Context: an optimization exercise on an open-source flow, tuned for small area and a short achievable clock period. The choices shown serve that exercise and are no tape-out recipe. Only simulation tests tie the RTL to the original design; equivalence was not proved. Power is estimated from default activity; no workload was simulated.

==> inputs of zinc <==
==> flow/design.v (excerpt) <==
module FIR (
	input  wire        rst_n,
	input  wire        CLK,
	input  wire [15:0] sample_in,
	input  wire        En_FIR,
	output wire [31:0] sample_out
);
Settings: LEC_CHECK=0, CAP_MARGIN=20, CORE_MARGIN=2, CORE_UTILIZATION=40, SLEW_MARGIN=20, SYNTH_HIERARCHICAL=1; clock period 24.0 ns.
standard.sh (not shown) runs the stock make flow with config.mk's settings and CLKGATE_MAP_FILE= SYNTH_SCRIPT=/design/flow/synth_recipe.tcl, a recipe that flattens the netlist after the stock synthesis.
==> flow/flow/run.sh <==
#!/bin/bash
# Own flow: the standard layout (standard.sh, unchanged synthesis), with
# timing repair aimed below the achieved period instead of the 24 ns clock,
# and port buffers of a plain buffer cell.  Each tool's output goes to its
# own log in this folder.
set -euo pipefail
export SETUP_SLACK_MARGIN=13.5
export BUFFER_PORTS_ARGS="-buffer_cell sky130_fd_sc_hd__buf_4"
bash standard.sh synth      > synth.log 2>&1
bash standard.sh floorplan  > floorplan.log 2>&1
bash standard.sh place      > place.log 2>&1
bash standard.sh cts        > cts.log 2>&1
bash standard.sh route      > route.log 2>&1
bash standard.sh finish     > finish.log 2>&1
==> ember: changes against zinc <==
==> flow/flow/run.sh (replaced) <==
#!/bin/bash
# Own flow: the standard layout (standard.sh, unchanged synthesis), with
# timing repair aimed below the achieved period instead of the 24 ns clock,
# and port buffers of a plain buffer cell.  Each tool's output goes to its
# own log in this folder.
set -euo pipefail
export SETUP_SLACK_MARGIN=14.4
export BUFFER_PORTS_ARGS="-buffer_cell sky130_fd_sc_hd__buf_4"
bash standard.sh synth      > synth.log 2>&1
bash standard.sh floorplan  > floorplan.log 2>&1
bash standard.sh place      > place.log 2>&1
bash standard.sh cts        > cts.log 2>&1
bash standard.sh route      > route.log 2>&1
bash standard.sh finish     > finish.log 2>&1
Settings changed: CORE_UTILIZATION 40 to 55, CTS_BUF_LIST set to sky130_fd_sc_hd__clkbuf_4, PLACE_DENSITY set to 0.7.
==> harbor: changes against zinc <==
--- a/flow/design.v
+++ b/flow/design.v
@@ -21,23 +21,16 @@
 	input  wire s1,
 	input  wire s0,
 	input  wire a,
 	input  wire b,
 	output wire y
 );
 assign y = (s1 & a) | (s0 & b);
 endmodule
-module og1 (
-	input  wire en,
-	input  wire v,
-	output wire y
-);
-assign y = en & v;
-endmodule
 module FIR (
 	input  wire        rst_n,
 	input  wire        CLK,
 	input  wire [15:0] sample_in,
 	input  wire        En_FIR,
 	output wire [31:0] sample_out
 );
 reg  [15:0] x0;
@@ -8664,42 +8657,10 @@
 sel1 u_qb_29 (.s1(sh), .s0(sk), .a(nb[29]), .b(qb[29]), .y(db[29]));
 sel1 u_qb_30 (.s1(sh), .s0(sk), .a(nb[30]), .b(qb[30]), .y(db[30]));
 sel1 u_qb_31 (.s1(sh), .s0(sk), .a(nb[31]), .b(qb[31]), .y(db[31]));
 always @(posedge CLK) begin
   qa <= da;
   qb <= db;
 end
 wire [31:0] sum = qa + qb - {{13{x0[15]}}, x0, 3'b000};
-wire [31:0] osum = {32{flag}} & sum;
-og1 u_og_0 (.en(En_FIR), .v(osum[0]), .y(sample_out[0]));
-og1 u_og_1 (.en(En_FIR), .v(osum[1]), .y(sample_out[1]));
-og1 u_og_2 (.en(En_FIR), .v(osum[2]), .y(sample_out[2]));
-og1 u_og_3 (.en(En_FIR), .v(osum[3]), .y(sample_out[3]));
-og1 u_og_4 (.en(En_FIR), .v(osum[4]), .y(sample_out[4]));
-og1 u_og_5 (.en(En_FIR), .v(osum[5]), .y(sample_out[5]));
-og1 u_og_6 (.en(En_FIR), .v(osum[6]), .y(sample_out[6]));
-og1 u_og_7 (.en(En_FIR), .v(osum[7]), .y(sample_out[7]));
-og1 u_og_8 (.en(En_FIR), .v(osum[8]), .y(sample_out[8]));
-og1 u_og_9 (.en(En_FIR), .v(osum[9]), .y(sample_out[9]));
-og1 u_og_10 (.en(En_FIR), .v(osum[10]), .y(sample_out[10]));
-og1 u_og_11 (.en(En_FIR), .v(osum[11]), .y(sample_out[11]));
-og1 u_og_12 (.en(En_FIR), .v(osum[12]), .y(sample_out[12]));
-og1 u_og_13 (.en(En_FIR), .v(osum[13]), .y(sample_out[13]));
-og1 u_og_14 (.en(En_FIR), .v(osum[14]), .y(sample_out[14]));
-og1 u_og_15 (.en(En_FIR), .v(osum[15]), .y(sample_out[15]));
-og1 u_og_16 (.en(En_FIR), .v(osum[16]), .y(sample_out[16]));
-og1 u_og_17 (.en(En_FIR), .v(osum[17]), .y(sample_out[17]));
-og1 u_og_18 (.en(En_FIR), .v(osum[18]), .y(sample_out[18]));
-og1 u_og_19 (.en(En_FIR), .v(osum[19]), .y(sample_out[19]));
-og1 u_og_20 (.en(En_FIR), .v(osum[20]), .y(sample_out[20]));
-og1 u_og_21 (.en(En_FIR), .v(osum[21]), .y(sample_out[21]));
-og1 u_og_22 (.en(En_FIR), .v(osum[22]), .y(sample_out[22]));
-og1 u_og_23 (.en(En_FIR), .v(osum[23]), .y(sample_out[23]));
-og1 u_og_24 (.en(En_FIR), .v(osum[24]), .y(sample_out[24]));
-og1 u_og_25 (.en(En_FIR), .v(osum[25]), .y(sample_out[25]));
-og1 u_og_26 (.en(En_FIR), .v(osum[26]), .y(sample_out[26]));
-og1 u_og_27 (.en(En_FIR), .v(osum[27]), .y(sample_out[27]));
-og1 u_og_28 (.en(En_FIR), .v(osum[28]), .y(sample_out[28]));
-og1 u_og_29 (.en(En_FIR), .v(osum[29]), .y(sample_out[29]));
-og1 u_og_30 (.en(En_FIR), .v(osum[30]), .y(sample_out[30]));
-og1 u_og_31 (.en(En_FIR), .v(osum[31]), .y(sample_out[31]));
+assign sample_out = (En_FIR & flag) ? sum : 32'd0;
 endmodule
==> flow/run.sh (new file) <==
#!/bin/bash
# synth_recipe.tcl (not shown) runs the flow's synth.tcl, then flattens the netlist and writes it again
# the make line also repeats each setting of config.mk as NAME=value (left out here)
make -C /OpenROAD-flow-scripts/flow DESIGN_CONFIG=/design/flow/config.mk WORK_HOME=/design/flow/orfs CLKGATE_MAP_FILE= SYNTH_SCRIPT=/design/flow/synth_recipe.tcl finish
removed: flow/flow/run.sh
removed: flow/standard.sh
==> summary.txt <==
quantity	ember	harbor	zinc
R2r startpoint	x20[6]	x0[12]	x3[12]
Outcome	complete, no violations	complete, no violations	complete, no violations
Post-CTS setup-driven buffer insertion count	2	0	0
Worst vdd rail ir drop	0.0540 mV	0.0575 mV	0.0610 mV
R2R Setup Slk	14.69 ns	14.74 ns	14.68 ns
Num CTS Buffers	313	119	118
Area share of fa/ha/maj cells after synthesis	0.578	0.580	0.578
Internal power	3.15 mW	3.38 mW	3.38 mW
Ratio of cells with drive above 1 in the final layout	0.105	0.0483	0.0576
Total design power	4.60 mW	4.83 mW	4.80 mW
Switching part of the total power	0.315	0.300	0.297
Clk pin slew, worst setup/hold paths	0.07 ns	0.06 ns	0.06 ns
Initial Util	0.555	0.402	0.403
Final Hold Slack	0.420 ns	0.469 ns	0.468 ns
Met2 layer wire length in the routed design	147000 µm	149000 µm	147000 µm
Multi-input combinational area share	0.661	0.651	0.653
Proportion of synthesized chip area in sequential cells	0.269	0.270	0.269
Final std cell area, no fill	0.0906 mm²	0.0916 mm²	0.0917 mm²
Met1 routing resource usage after global routing	0.486	0.360	0.363
Largest power group	registers	clock	registers
Cell with the largest stage delay on the worst path	and2_4	clkdlybuf4s50_1	buf_4
Final critical-path setup slack	13.99 ns	11.88 ns	13.63 ns

## static timing again, ports no longer ideal
The flow's constraints put no driver on any port. The routed layouts listed below were extracted and timed again, unchanged, in two steps. Step 1 assumes that a clkbuf_16 drives the clock port and a buf_2 every other input. Step 2, shift: input delay + t, output delay - t, t = (earliest + latest rising clock arrival at the registers) / 2. This alone moves slack from input paths to output paths. Slacks: no drivers / after step 1 / after step 2; pairs: no drivers / after step 1.
run | shift t [ns] | setup WS [ns] | worst hold slack (ns) | clock arrival spread, ns | worst data-port slew with drivers (ns)
zinc | 0.884 | 13.634 / 13.611 / 13.343 | 0.468 / 0.468 / 0.468 | 0.056 / 0.056 | 0.07
ember | 1.466 | 13.991 / 13.619 / 13.619 | 0.420 / 0.420 / 0.420 | 0.138 / 0.137 | 0.47
harbor | 0.881 | 11.882 / 11.857 / 11.857 | 0.469 / 0.469 / 0.469 | 0.047 / 0.047 | 0.07
After both steps setup and hold are still met in every run listed. For ember, which loses most, drivers alone change the setup slack by -0.372 ns; drivers and shift together by -0.372 ns.
